Context: an optimization exercise on an open-source flow, tuned for small area, a short achievable clock period and few clock cycles. The choices shown serve that exercise and are no tape-out recipe.
The RTL was checked by simulation tests, not by an equivalence proof against the original design.
Power figures rest on the tool's default switching activity, not on a simulated workload.

Setup of the reference run:
==> flow/design.v <==
module aoc_solver_top (
    input         clear,
    input         clock,
    input  [31:0] reg_wdata,
    input         reg_write_strobe,
    input  [3:0]  reg_addr,
    output [31:0] reg_rdata
);
    reg       in_aw, in_dw, in_start;
    reg [9:0] in_a;
    always @(posedge clock) begin
        in_aw    <= ~clear & reg_write_strobe & (reg_addr == 4'd2);
        in_dw    <= ~clear & reg_write_strobe & (reg_addr == 4'd3);
        in_start <= ~clear & reg_write_strobe & (reg_addr == 4'd0) & reg_wdata[0];
        in_a     <= reg_wdata[9:0];
    end
    reg [4:0] off, ax, pr;
    reg       a_up, a_dn, b_up, b_dn;
    always @(posedge clock)
        if (clear) begin
            off  <= 5'd0;
            ax   <= 5'd0;
            pr   <= 5'd1;
            a_up <= 1'b1;
            a_dn <= 1'b0;
            b_up <= 1'b1;
            b_dn <= 1'b1;
        end else begin
            off  <= off + 5'd1;
            a_up <= off != 5'd30;
            a_dn <= off != 5'd31;
            b_up <= off != 5'd14;
            b_dn <= off != 5'd15;
            if (in_aw) begin
                ax <= in_a[4:0];
                pr <= in_a[9:5] + off + 5'd2;
            end else
                pr <= pr + 5'd1;
        end
    reg  [1023:0] ring;     
    wire [31:0]   outA, outB, rmA, rmB;
    wire          en;
    aoc_row_proc pa (.en(en),
        .up(ring[32*30 +: 32] & {32{a_up}}), .mid(ring[32*31 +: 32]),
        .dn(ring[0 +: 32] & {32{a_dn}}), .out(outA), .rm(rmA));
    aoc_row_proc pb (.en(en),
        .up(ring[32*14 +: 32] & {32{b_up}}), .mid(ring[32*15 +: 32]),
        .dn(ring[32*16 +: 32] & {32{b_dn}}), .out(outB), .rm(rmB));
    reg         pend_v, pend_d;
    always @(posedge clock) begin
        pend_v <= ~clear & in_dw & pr[0];
        pend_d <= in_a[0];
    end
    wire        wr_d    = in_dw ? in_a[0] : pend_d;
    wire [31:0] col_sel = 32'd1 << ax;
    wire        dw_next = ~clear & reg_write_strobe & (reg_addr == 4'd3);
    wire        pv_next = ~clear & in_dw & pr[0];
    wire [4:0]  pr_next = clear ? 5'd1 : in_aw ? (in_a[9:5] + off + 5'd2) : (pr + 5'd1);
    reg  [15:0] rs;
    always @(posedge clock)
        rs <= ((dw_next | pv_next) & ~pr_next[0]) ? (16'd1 << pr_next[4:1]) : 16'd0;
    genvar p;
    generate
        for (p = 0; p < 32; p = p + 1) begin : g_row
            wire [31:0] prev;
            if (p == 0)       assign prev = outA;
            else if (p == 16) assign prev = outB;
            else              assign prev = ring[32*(p-1) +: 32];
            if (p % 2 == 0) begin : g_wr
                wire        rsel = rs[p / 2];
                wire [31:0] wsel = col_sel & {32{rsel}};
                always @(posedge clock)
                    ring[32*p +: 32] <= (prev & ~wsel) | ({32{wr_d}} & wsel);
            end else begin : g_nowr
                always @(posedge clock)
                    ring[32*p +: 32] <= prev;
            end
        end
    endgenerate
    wire [63:0] cin = {ring[32*30 +: 32], ring[32*14 +: 32]};
    wire [63:0] rmv = {rmA, rmB};
    reg  [2:0]  part [0:8];
    reg         part9;
    reg  [7:0]  ro;
    integer i;
    always @(posedge clock) begin
        for (i = 0; i < 9; i = i + 1)
            part[i] <= pop7(cin[7*i +: 7]);
        part9 <= cin[63];
        for (i = 0; i < 8; i = i + 1)
            ro[i] <= |rmv[8*i +: 8];
    end
    reg [4:0] q0, q1, q2;
    reg [6:0] psum;
    reg       rq2;
    always @(posedge clock) begin
        q0   <= (part[0] + part[1]) + part[2];
        q1   <= (part[3] + part[4]) + part[5];
        q2   <= (part[6] + part[7]) + (part[8] + part9);
        psum <= (q0 + q1) + q2;
        rq2  <= |ro;
    end
    reg        solving, fin, done, blk0, cp, bq;
    reg [1:0]  vs;            
    reg [3:0]  bc;
    reg [10:0] bs, b0;
    wire       go     = vs[1] & ~fin;
    wire       bq_now = (bc == 4'd0) ? rq2 : (bq | rq2);
    assign en = solving;
    always @(posedge clock)
        if (clear) begin
            solving <= 1'b0;
            fin     <= 1'b0;
            done    <= 1'b0;
            blk0    <= 1'b1;
            cp      <= 1'b0;
            bq      <= 1'b0;
            vs      <= 2'd0;
            bc      <= 4'd0;
            bs      <= 11'd0;
            b0      <= 11'd0;
        end else begin
            vs <= {vs[0], solving & ~fin};
            if (in_start & ~solving & ~fin & ~done)
                solving <= 1'b1;
            cp <= go & blk0 & (bc == 4'd15);
            if (go) begin
                bc <= bc + 4'd1;
                bq <= bq_now;
                bs <= ((bc == 4'd0) ? 11'd0 : bs) + psum;
                if (bc == 4'd15) begin
                    blk0 <= 1'b0;
                    if (~bq_now) begin
                        solving <= 1'b0;
                        fin     <= 1'b1;
                    end
                end
            end
            if (fin & ~done) begin
                done <= 1'b1;
                b0   <= cp ? 11'd0 : (b0 - bs);
            end else if (cp)
                b0 <= bs;
        end
    function [2:0] pop7(input [6:0] b);
        reg c1, s1, c2, s2, c3, s3;
        begin
            {c1, s1} = b[0] + b[1] + b[2];
            {c2, s2} = b[3] + b[4] + b[5];
            {c3, s3} = s1 + s2 + b[6];
            pop7 = {2'b00, s3} + ({1'b0, c1} + c2 + c3) * 2;
        end
    endfunction
    assign reg_rdata = (reg_addr == 4'd1) ? {5'd0, b0, 15'd0, done} : 32'd0;
endmodule
module aoc_row_proc (
    input         en,
    input  [31:0] up,
    input  [31:0] mid,
    input  [31:0] dn,
    output [31:0] out,
    output [31:0] rm
);
    wire [33:0] u  = {1'b0, up, 1'b0};
    wire [33:0] m  = {1'b0, mid, 1'b0};
    wire [33:0] d  = {1'b0, dn, 1'b0};
    wire [33:0] cs = u ^ m ^ d;
    wire [33:0] cc = (u & m) | (u & d) | (m & d);
    genvar x;
    generate
        for (x = 0; x < 32; x = x + 1) begin : g_col
            wire c0 = cc[x], c1 = cc[x+1], c2 = cc[x+2];
            wire s0 = cs[x], s1 = cs[x+1], s2 = cs[x+2];
            wire ge5 = (((c0 & c1) | (c0 & c2) | (c1 & c2)) & (s0 | s1 | s2 | (c0 & c1 & c2)))
                     | ((c0 | c1 | c2) & s0 & s1 & s2);
            assign rm[x] = en & mid[x] & ~ge5;
        end
    endgenerate
    assign out = mid & ~rm;
endmodule
export LEC_CHECK = 0
export ABC_AREA = 1
export CAP_MARGIN = 20
export CORE_MARGIN = 2
export CORE_UTILIZATION = 40
export CTS_CLUSTER_DIAMETER = 80
export CTS_CLUSTER_SIZE = 24
export SETUP_SLACK_MARGIN = 2.45
export SLEW_MARGIN = 20
create_clock -name core_clock -period 5.0 [get_ports {clock}]
standard.sh (not shown) runs the stock make flow with config.mk's settings and CLKGATE_MAP_FILE= SYNTH_SCRIPT=/design/flow/synth_recipe.tcl, a recipe that flattens the netlist after the stock synthesis.
==> flow/flow/run.sh <==
#!/bin/bash
# The standard layout with two changes, both to the design's combinational
# logic in front of the ports, none to its registers:
#  - reg_rdata: flow/rdata_patch.py replaces the shared reg_addr decode that
#    synthesis puts in front of the status bits by a 2-gate cone per bit
#    (see the script);
#  - the port buffers are sky130_fd_sc_hd__buf_4, not the slow
#    clkdlybuf4s50_1 that buffer_ports picks by itself.
# Each step's output goes to a log file of its own in this folder.
set -euo pipefail
bash standard.sh synth > standard_synth.log 2>&1
python3 flow/rdata_patch.py orfs/results/sky130hd/aoc_solver_top/base/1_2_yosys.v > rdata_patch.log 2>&1
bash standard.sh 'BUFFER_PORTS_ARGS=-buffer_cell sky130_fd_sc_hd__buf_4' finish > standard_finish.log 2>&1
Other scripts of this flow, unchanged in this note and not shown: flow/flow/rdata_patch.py
Testbench counts of the reference run, summed over its fixed seeds: cycles 148,160.
Input-level comparison between the trial run and the reference run:
==> flow/design.v, changed modules only <==
module aoc_solver_top (
    input         clear,
    input         clock,
    input  [31:0] reg_wdata,
    input         reg_write_strobe,
    input  [3:0]  reg_addr,
    output [31:0] reg_rdata
);
    reg       in_aw, in_dw, in_start;
    reg [9:0] in_a;
    always @(posedge clock) begin
        in_aw    <= ~clear & reg_write_strobe & (reg_addr == 4'd2);
        in_dw    <= ~clear & reg_write_strobe & (reg_addr == 4'd3);
        in_start <= ~clear & reg_write_strobe & (reg_addr == 4'd0) & reg_wdata[0];
        in_a     <= reg_wdata[9:0];
    end
    reg [4:0] off, ax, pr;
    reg       a_up, a_dn, b_up, b_dn;
    always @(posedge clock)
        if (clear) begin
            off  <= 5'd0;
            ax   <= 5'd0;
            pr   <= 5'd1;
            a_up <= 1'b1;
            a_dn <= 1'b0;
            b_up <= 1'b1;
            b_dn <= 1'b1;
        end else begin
            off  <= off + 5'd1;
            a_up <= off != 5'd30;
            a_dn <= off != 5'd31;
            b_up <= off != 5'd14;
            b_dn <= off != 5'd15;
            if (in_aw) begin
                ax <= in_a[4:0];
                pr <= in_a[9:5] + off + 5'd2;
            end else
                pr <= pr + 5'd1;
        end
    reg  [1023:0] ring;     
    wire [31:0]   outA, outB, rmA, rmB;
    wire          en, enB;
    aoc_row_proc pa (.en(en),
        .up(ring[32*30 +: 32] & {32{a_up}}), .mid(ring[32*31 +: 32]),
        .dn(ring[0 +: 32] & {32{a_dn}}), .out(outA), .rm(rmA));
    aoc_row_proc pb (.en(enB),
        .up(ring[32*14 +: 32] & {32{b_up}}), .mid(ring[32*15 +: 32]),
        .dn(ring[32*16 +: 32] & {32{b_dn}}), .out(outB), .rm(rmB));
    reg         pend_v, pend_d;
    always @(posedge clock) begin
        pend_v <= ~clear & in_dw & pr[0];
        pend_d <= in_a[0];
    end
    wire        wr_d    = in_dw ? in_a[0] : pend_d;
    wire [31:0] col_sel = 32'd1 << ax;
    wire        dw_next = ~clear & reg_write_strobe & (reg_addr == 4'd3);
    wire        pv_next = ~clear & in_dw & pr[0];
    wire [4:0]  pr_next = clear ? 5'd1 : in_aw ? (in_a[9:5] + off + 5'd2) : (pr + 5'd1);
    reg  [15:0] rs;
    always @(posedge clock)
        rs <= ((dw_next | pv_next) & ~pr_next[0]) ? (16'd1 << pr_next[4:1]) : 16'd0;
    genvar p;
    generate
        for (p = 0; p < 32; p = p + 1) begin : g_row
            wire [31:0] prev;
            if (p == 0)       assign prev = outA;
            else if (p == 16) assign prev = outB;
            else              assign prev = ring[32*(p-1) +: 32];
            if (p % 2 == 0) begin : g_wr
                wire        rsel = rs[p / 2];
                wire [31:0] wsel = col_sel & {32{rsel}};
                always @(posedge clock)
                    ring[32*p +: 32] <= (prev & ~wsel) | ({32{wr_d}} & wsel);
            end else begin : g_nowr
                always @(posedge clock)
                    ring[32*p +: 32] <= prev;
            end
        end
    endgenerate
    wire [31:0] cin = ring[32*30 +: 32];
    wire [63:0] rmv = {rmA, rmB};
    reg  [2:0]  part [0:4];
    reg  [7:0]  ro;
    integer i;
    always @(posedge clock) begin
        for (i = 0; i < 4; i = i + 1)
            part[i] <= pop7(cin[7*i +: 7]);
        part[4] <= pop7({3'b000, cin[31:28]});
        for (i = 0; i < 8; i = i + 1)
            ro[i] <= |rmv[8*i +: 8];
    end
    reg [4:0] q0, q1;
    reg [5:0] psum;
    reg       rq2;
    always @(posedge clock) begin
        q0   <= (part[0] + part[1]) + part[2];
        q1   <= part[3] + part[4];
        psum <= q0 + q1;
        rq2  <= |ro;
    end
    reg        solving, fin, done, blk0, cp, bq;
    reg [1:0]  vs;            
    reg [4:0]  bc;
    reg [10:0] bs, b0;
    wire       go     = vs[1] & ~fin;
    wire       bq_now = (bc == 5'd0) ? rq2 : (bq | rq2);
    assign en  = solving;
    assign enB = solving & ~(blk0 & (bc < 5'd14));
    always @(posedge clock)
        if (clear) begin
            solving <= 1'b0;
            fin     <= 1'b0;
            done    <= 1'b0;
            blk0    <= 1'b1;
            cp      <= 1'b0;
            bq      <= 1'b0;
            vs      <= 2'd0;
            bc      <= 5'd0;
            bs      <= 11'd0;
            b0      <= 11'd0;
        end else begin
            vs <= {vs[0], solving & ~fin};
            if (in_start & ~solving & ~fin & ~done)
                solving <= 1'b1;
            cp <= go & blk0 & (bc == 5'd31);
            if (go) begin
                bc <= bc + 5'd1;
                bq <= bq_now;
                bs <= ((bc == 5'd0) ? 11'd0 : bs) + psum;
                if (bc == 5'd31) begin
                    blk0 <= 1'b0;
                    if (~bq_now) begin
                        solving <= 1'b0;
                        fin     <= 1'b1;
                    end
                end
            end
            if (fin & ~done) begin
                done <= 1'b1;
                b0   <= cp ? 11'd0 : (b0 - bs);
            end else if (cp)
                b0 <= bs;
        end
    function [2:0] pop7(input [6:0] b);
        reg c1, s1, c2, s2, c3, s3;
        begin
            {c1, s1} = b[0] + b[1] + b[2];
            {c2, s2} = b[3] + b[4] + b[5];
            {c3, s3} = s1 + s2 + b[6];
            pop7 = {2'b00, s3} + ({1'b0, c1} + c2 + c3) * 2;
        end
    endfunction
    assign reg_rdata = (reg_addr == 4'd1) ? {5'd0, b0, 15'd0, done} : 32'd0;
endmodule
Notes after the runs:
- Relative to the reference run, growth of design area from synthesis to finish has decreased by 0.20 points in the trial run.
- Proportion of synthesized area in mux cells delta (the reference run -> the trial run): insignificant
- From the reference run to the trial run the numbers moved as follows: relative contribution of the clock network to total power fell by 0.4 points; cell area after technology mapping fell by 2.4%; final cell count fell by 57; synthesized cell count fell by 30.
Testbench counts of the trial run, summed over its fixed seeds: cycles 150,400.

what the ideal ports hide:
Ports are ideal in the flow. The routed layouts listed here were re-timed in OpenROAD.
Step 1, drivers: a clkbuf_16 drives clock and a buf_2 each remaining input, both assumed.
Step 2 adds t to the input delays and takes it off the output delays; t is the mean of the earliest and latest rising clock arrival at the registers after step 1. Input paths then give back, and output paths get back, about the clock's delay inside the block.
a / b / c = ideal / step 1 / step 2; a / b = the first two.
run | shift t [ns] | slack for setup (ns) | pins driven straight from the clock port
the reference run | 0.720 | 2.399 / 2.308 / 2.308 | 1
the trial run | 0.719 | 2.402 / 2.306 / 2.156 | 1
After both steps setup and hold are still met in every run listed. For the trial run, which loses most, drivers alone change the setup slack by -0.096 ns; drivers and shift together by -0.246 ns.
